This is an optimization exercise on Yosys and OpenROAD, whose aim is small area, not a production implementation.
Where RTL was checked, it was by simulation tests only, not by an equivalence proof against the original.
Power and IR drop assume default switching activity.

## red
==> flow/design.v <==
module full_adder(
	output	s,
	output	co,  
	input	a,
	input	b,
	input	ci	 
);
	wire x;
	wire y;
	wire z;
	assign x = a ^ b;
	assign s = x ^ ci;
	assign y = x & ci;
	assign z = a & b;
	assign co = y | z;
endmodule
module adder32b(
	output	[31:0]	s,
	output	co,  
	input	[31:0]	a,
	input	[31:0]	b,
	input	ci	 
);
	wire [31:0] carry;
	assign co = carry[31];
		full_adder g0(
			.a(a[0]),
			.b(b[0]),
			.s(s[0]),
			.ci(ci),
			.co(carry[0])
		);
		full_adder g1(
			.a(a[1]),
			.b(b[1]),
			.s(s[1]),
			.ci(carry[0]),
			.co(carry[1])
		);
		full_adder g2(
			.a(a[2]),
			.b(b[2]),
			.s(s[2]),
			.ci(carry[1]),
			.co(carry[2])
		);
		full_adder g3(
			.a(a[3]),
			.b(b[3]),
			.s(s[3]),
			.ci(carry[2]),
			.co(carry[3])
		);
		full_adder g4(
			.a(a[4]),
			.b(b[4]),
			.s(s[4]),
			.ci(carry[3]),
			.co(carry[4])
		);
		full_adder g5(
			.a(a[5]),
			.b(b[5]),
			.s(s[5]),
			.ci(carry[4]),
			.co(carry[5])
		);
		full_adder g6(
			.a(a[6]),
			.b(b[6]),
			.s(s[6]),
			.ci(carry[5]),
			.co(carry[6])
		);
		full_adder g7(
			.a(a[7]),
			.b(b[7]),
			.s(s[7]),
			.ci(carry[6]),
			.co(carry[7])
		);
		full_adder g8(
			.a(a[8]),
			.b(b[8]),
			.s(s[8]),
			.ci(carry[7]),
			.co(carry[8])
		);
		full_adder g9(
			.a(a[9]),
			.b(b[9]),
			.s(s[9]),
			.ci(carry[8]),
			.co(carry[9])
		);
		full_adder g10(
			.a(a[10]),
			.b(b[10]),
			.s(s[10]),
			.ci(carry[9]),
			.co(carry[10])
		);
		full_adder g11(
			.a(a[11]),
			.b(b[11]),
			.s(s[11]),
			.ci(carry[10]),
			.co(carry[11])
		);
		full_adder g12(
			.a(a[12]),
			.b(b[12]),
			.s(s[12]),
			.ci(carry[11]),
			.co(carry[12])
		);
		full_adder g13(
			.a(a[13]),
			.b(b[13]),
			.s(s[13]),
			.ci(carry[12]),
			.co(carry[13])
		);
		full_adder g14(
			.a(a[14]),
			.b(b[14]),
			.s(s[14]),
			.ci(carry[13]),
			.co(carry[14])
		);
		full_adder g15(
			.a(a[15]),
			.b(b[15]),
			.s(s[15]),
			.ci(carry[14]),
			.co(carry[15])
		);
		full_adder g16(
			.a(a[16]),
			.b(b[16]),
			.s(s[16]),
			.ci(carry[15]),
			.co(carry[16])
		);
		full_adder g17(
			.a(a[17]),
			.b(b[17]),
			.s(s[17]),
			.ci(carry[16]),
			.co(carry[17])
		);
		full_adder g18(
			.a(a[18]),
			.b(b[18]),
			.s(s[18]),
			.ci(carry[17]),
			.co(carry[18])
		);
		full_adder g19(
			.a(a[19]),
			.b(b[19]),
			.s(s[19]),
			.ci(carry[18]),
			.co(carry[19])
		);
		full_adder g20(
			.a(a[20]),
			.b(b[20]),
			.s(s[20]),
			.ci(carry[19]),
			.co(carry[20])
		);
		full_adder g21(
			.a(a[21]),
			.b(b[21]),
			.s(s[21]),
			.ci(carry[20]),
			.co(carry[21])
		);
		full_adder g22(
			.a(a[22]),
			.b(b[22]),
			.s(s[22]),
			.ci(carry[21]),
			.co(carry[22])
		);
		full_adder g23(
			.a(a[23]),
			.b(b[23]),
			.s(s[23]),
			.ci(carry[22]),
			.co(carry[23])
		);
		full_adder g24(
			.a(a[24]),
			.b(b[24]),
			.s(s[24]),
			.ci(carry[23]),
			.co(carry[24])
		);
		full_adder g25(
			.a(a[25]),
			.b(b[25]),
			.s(s[25]),
			.ci(carry[24]),
			.co(carry[25])
		);
		full_adder g26(
			.a(a[26]),
			.b(b[26]),
			.s(s[26]),
			.ci(carry[25]),
			.co(carry[26])
		);
		full_adder g27(
			.a(a[27]),
			.b(b[27]),
			.s(s[27]),
			.ci(carry[26]),
			.co(carry[27])
		);
		full_adder g28(
			.a(a[28]),
			.b(b[28]),
			.s(s[28]),
			.ci(carry[27]),
			.co(carry[28])
		);
		full_adder g29(
			.a(a[29]),
			.b(b[29]),
			.s(s[29]),
			.ci(carry[28]),
			.co(carry[29])
		);
		full_adder g30(
			.a(a[30]),
			.b(b[30]),
			.s(s[30]),
			.ci(carry[29]),
			.co(carry[30])
		);
		full_adder g31(
			.a(a[31]),
			.b(b[31]),
			.s(s[31]),
			.ci(carry[30]),
			.co(carry[31])
		);
endmodule
module smv16b(
	output	[15:0]	dout_inst,
	output	reg [15:0]	dout_avg,
	input 	[15:0]	din,
	input 	run,
	input	sysrst,
	input	clk
);
	localparam [5:0] S_IDLE = 6'd0;
	localparam [5:0] S_POLL = 6'd1;
	localparam [5:0] S_F1   = 6'd3;    
	localparam [5:0] S_F20  = 6'd22;   
	localparam [5:0] S_F34  = 6'd6;    
	localparam [3:0] C_0    = 4'd0;
	localparam [3:0] C_13   = 4'd4;
	localparam [15:0] PR = {16{1'b0}};   
	localparam [15:0] PN = {16{1'b1}};   
	localparam [19:0] PA = {20{1'b0}};   
	reg [5:0]  t;
	reg [3:0]  c;
	reg        clr;     
	reg        pend;    
	reg [15:0] ring_q [0:13];
	reg [15:0] n_q, d;
	reg [19:0] acc_q;
	wire [15:0] tap = ring_q[13] ^ PR;
	wire [15:0] n   = n_q ^ PN;
	wire [19:0] acc = acc_q ^ PA;
	wire rst   = ~sysrst;
	wire load  = (t == S_F1);
	wire swap  = pend & (c == C_0);
	wire cwrap = (c == C_13);
	wire keep  = ~swap & ~clr;
	wire n_din = sysrst & load;
	wire n_tap = sysrst & swap;
	wire n_hld = sysrst & ~load & ~swap;
	wire d_new = sysrst & load;
	wire d_hld = sysrst & ~load;
	wire [5:0] t_lfsr = {t[4:0], ~(t[5] ^ t[4])};
	wire [3:0] c_lfsr = {c[2:0], ~(c[3] ^ c[2])};
	wire        init = (t == S_F20);
	wire [19:0] opa  = ({20{init}} & {4'b0, d}) | ({20{~init}} & acc);
	wire [19:0] opb  = {4'b0, ({16{init}} & n) | ({16{~init}} & tap)};
	wire [19:0] sum;
	wire [20:0] cy;
	assign cy[0] = 1'b0;
	genvar k;
	generate
		for (k = 0; k < 20; k = k + 1) begin : g_add
			assign sum[k]  = opa[k] ^ opb[k] ^ cy[k];
			assign cy[k+1] = (opa[k] & opb[k]) | (opa[k] & cy[k]) | (opb[k] & cy[k]);
		end
	endgenerate
	assign dout_inst = d;
	integer i;
	always @(posedge clk) begin
		for (i = 13; i > 0; i = i - 1)
			ring_q[i] <= ring_q[i-1];
		ring_q[0] <= (({16{swap}} & n) | ({16{keep}} & tap)) ^ PR;
	end
	always @(posedge clk) begin
		if (rst) begin
			t    <= S_IDLE;
			c    <= C_0;
			clr  <= 1'b1;
			pend <= 1'b0;
		end else begin
			if (t == S_F34)
				t <= S_POLL;
			else if (t == S_POLL && !run)
				t <= S_IDLE;
			else
				t <= t_lfsr;
			if (cwrap || swap)
				c <= C_0;
			else
				c <= c_lfsr;
			if (cwrap)
				clr <= 1'b0;
			if (load)
				pend <= 1'b1;
			else if (swap)
				pend <= 1'b0;
		end
	end
	always @(posedge clk) begin
		n_q <= (({16{n_din}} & din) | ({16{n_tap}} & tap) | ({16{n_hld}} & n)) ^ PN;
		d   <= ({16{d_new}} & n) | ({16{d_hld}} & d);
	end
	always @(posedge clk) begin
		acc_q <= sum ^ PA;
		if (t == S_F34 && sysrst)
			dout_avg <= sum[19:4];
	end
endmodule
clock: 10.0 ns
lec_check: 0
cap_margin: 20
core_margin: 2
core_utilization: 70
cts_buf_list: sky130_fd_sc_hd__clkbuf_8
cts_cluster_diameter: 60
cts_cluster_size: 19
place_density: 0.8
slew_margin: 20
standard.sh (not shown) runs the stock make flow with config.mk's settings and CLKGATE_MAP_FILE= SYNTH_SCRIPT=/design/flow/synth_recipe.tcl, a recipe that flattens the netlist after the stock synthesis.
==> flow/flow/run.sh <==
#!/bin/bash
# The standard ORFS layout (standard.sh) with two changes:
#  - synthesis maps the combinational logic with an area-oriented ABC script
#    (flow/abc_area.script) instead of ORFS's speed script; everything else
#    in synthesis (incl. -nofsm -noshare, flatten, rename) is unchanged, so the
#    registers are the standard synthesis's;
#  - the port buffers inserted by buffer_ports use the smallest buffer cell.
# Each tool's output goes to a log file in this folder.
set -euo pipefail
W=$(pwd)
# synthesis script: synth_recipe.tcl, sourcing a copy of ORFS's synth.tcl whose
# abc call uses our ABC script
sed 's#^  log_cmd abc {\*}\$abc_args#  set abc_args [lreplace $abc_args 1 1 '"$W"'/flow/abc_area.script]\n  log_cmd abc {*}$abc_args#' \
  "$FLOW_HOME/scripts/synth.tcl" > "$W/synth_area.tcl"
grep -q "flow/abc_area.script" "$W/synth_area.tcl"
sed "s#source \$::env(SCRIPTS_DIR)/synth.tcl#source $W/synth_area.tcl#" synth_recipe.tcl > "$W/synth_recipe_area.tcl"
grep -q "synth_area.tcl" "$W/synth_recipe_area.tcl"
sed "s#SYNTH_SCRIPT=[^ ]*#SYNTH_SCRIPT=$W/synth_recipe_area.tcl#" standard.sh > "$W/standard_area.sh"
grep -q "synth_recipe_area.tcl" "$W/standard_area.sh"
export BUFFER_PORTS_ARGS="-buffer_cell sky130_fd_sc_hd__buf_1"
bash "$W/standard_area.sh" > "$W/flow_orfs.log" 2>&1
==> flow/flow/abc_area.script <==
strash
dch -f
amap
topo
dnsize
Inputs modified between red and blue:
==> flow/design.v, changed modules only <==
module smv16b(
	output	[15:0]	dout_inst,
	output	reg [15:0]	dout_avg,
	input 	[15:0]	din,
	input 	run,
	input	sysrst,
	input	clk
);
	localparam [5:0] S_IDLE = 6'd0;
	localparam [5:0] S_POLL = 6'd1;
	localparam [5:0] S_F1   = 6'd3;    
	localparam [5:0] S_F20  = 6'd22;   
	localparam [5:0] S_F34  = 6'd6;    
	localparam [3:0] C_0    = 4'd0;
	localparam [3:0] C_13   = 4'd4;
	reg [5:0]  t;
	reg [3:0]  c;
	reg        clr;     
	reg        pend;    
	reg [15:0] ring [0:13];
	reg [15:0] n_q, d;
	reg [19:0] acc;
	wire [15:0] tap = ring[13];
	wire [15:0] n   = ~n_q;
	wire rst   = ~sysrst;
	wire load  = (t == S_F1);
	wire swap  = pend & (c == C_0);
	wire cwrap = (c == C_13);
	wire keep  = ~swap & ~clr;
	wire n_din = sysrst & load;
	wire n_tap = sysrst & swap;
	wire n_hld = sysrst & ~load & ~swap;
	wire d_new = sysrst & load;
	wire d_hld = sysrst & ~load;
	wire [5:0] t_lfsr = {t[4:0], ~(t[5] ^ t[4])};
	wire [3:0] c_lfsr = {c[2:0], ~(c[3] ^ c[2])};
	wire        init = (t == S_F20);
	wire [19:0] opa  = ({20{init}} & {4'b0, d}) | ({20{~init}} & acc);
	wire [19:0] opb  = {4'b0, ({16{init}} & n) | ({16{~init}} & tap)};
	wire [19:0] sum;
	wire [20:0] cy;
	assign cy[0] = 1'b0;
	genvar k;
	generate
		for (k = 0; k < 20; k = k + 1) begin : g_add
			assign sum[k]  = opa[k] ^ opb[k] ^ cy[k];
			assign cy[k+1] = (opa[k] & opb[k]) | (opa[k] & cy[k]) | (opb[k] & cy[k]);
		end
	endgenerate
	assign dout_inst = d;
	integer i;
	always @(posedge clk) begin
		for (i = 13; i > 0; i = i - 1)
			ring[i] <= ring[i-1];
		ring[0] <= ({16{swap}} & n) | ({16{keep}} & tap);
	end
	always @(posedge clk) begin
		if (rst) begin
			t    <= S_IDLE;
			c    <= C_0;
			clr  <= 1'b1;
			pend <= 1'b0;
		end else begin
			if (t == S_F34)
				t <= S_POLL;
			else if (t == S_POLL && !run)
				t <= S_IDLE;
			else
				t <= t_lfsr;
			if (cwrap || swap)
				c <= C_0;
			else
				c <= c_lfsr;
			if (cwrap)
				clr <= 1'b0;
			if (load)
				pend <= 1'b1;
			else if (swap)
				pend <= 1'b0;
		end
	end
	always @(posedge clk) begin
		n_q <= ~(({16{n_din}} & din) | ({16{n_tap}} & tap) | ({16{n_hld}} & n));
		d   <= ({16{d_new}} & n) | ({16{d_hld}} & d);
	end
	always @(posedge clk) begin
		acc <= sum;
		if (t == S_F34 && sysrst)
			dout_avg <= sum[19:4];
	end
endmodule
## What came out
- blue finished every stage and its layout cleared the timing, DRC and antenna checks.
- Clock power: red vs blue, no meaningful difference
- On clock latency of the later-clocked register in the worst-skew pair, red and blue are neck and neck.
- Global-route usage is lower on blue
- Changes observed in blue relative to red: core utilization barely changed, final cell count barely changed, power after layout barely changed, actual transition at the worst max-transition pin dropped 110 ps.
Function not checked in red: the RTL went through the layout flow alone.

-- port drivers added, routing unchanged --
No port has a modelled driver above. Below, the same layouts with a new extraction and two added sets of constraints. Step 1, drivers: a clkbuf_16 drives clk and a buf_2 each remaining input, both assumed. Step 2 moves the port delays by t, midway between the first and last clock arrival at a register: inputs arrive t later, outputs are due t later. That takes back most of the time a late clock gives input paths. a / b / c = no drivers / after step 1 / after step 2; a / b = the first two.
| run | t (ns) | setup WS [ns] | pins driven straight from the clock port |
|---|---|---|---|
| red | 0.540 | 0.543 / 0.543 / 0.543 | 1 |
| blue | 0.540 | 0.623 / 0.623 / 0.623 | 1 |
After both steps every run listed still meets setup and hold.
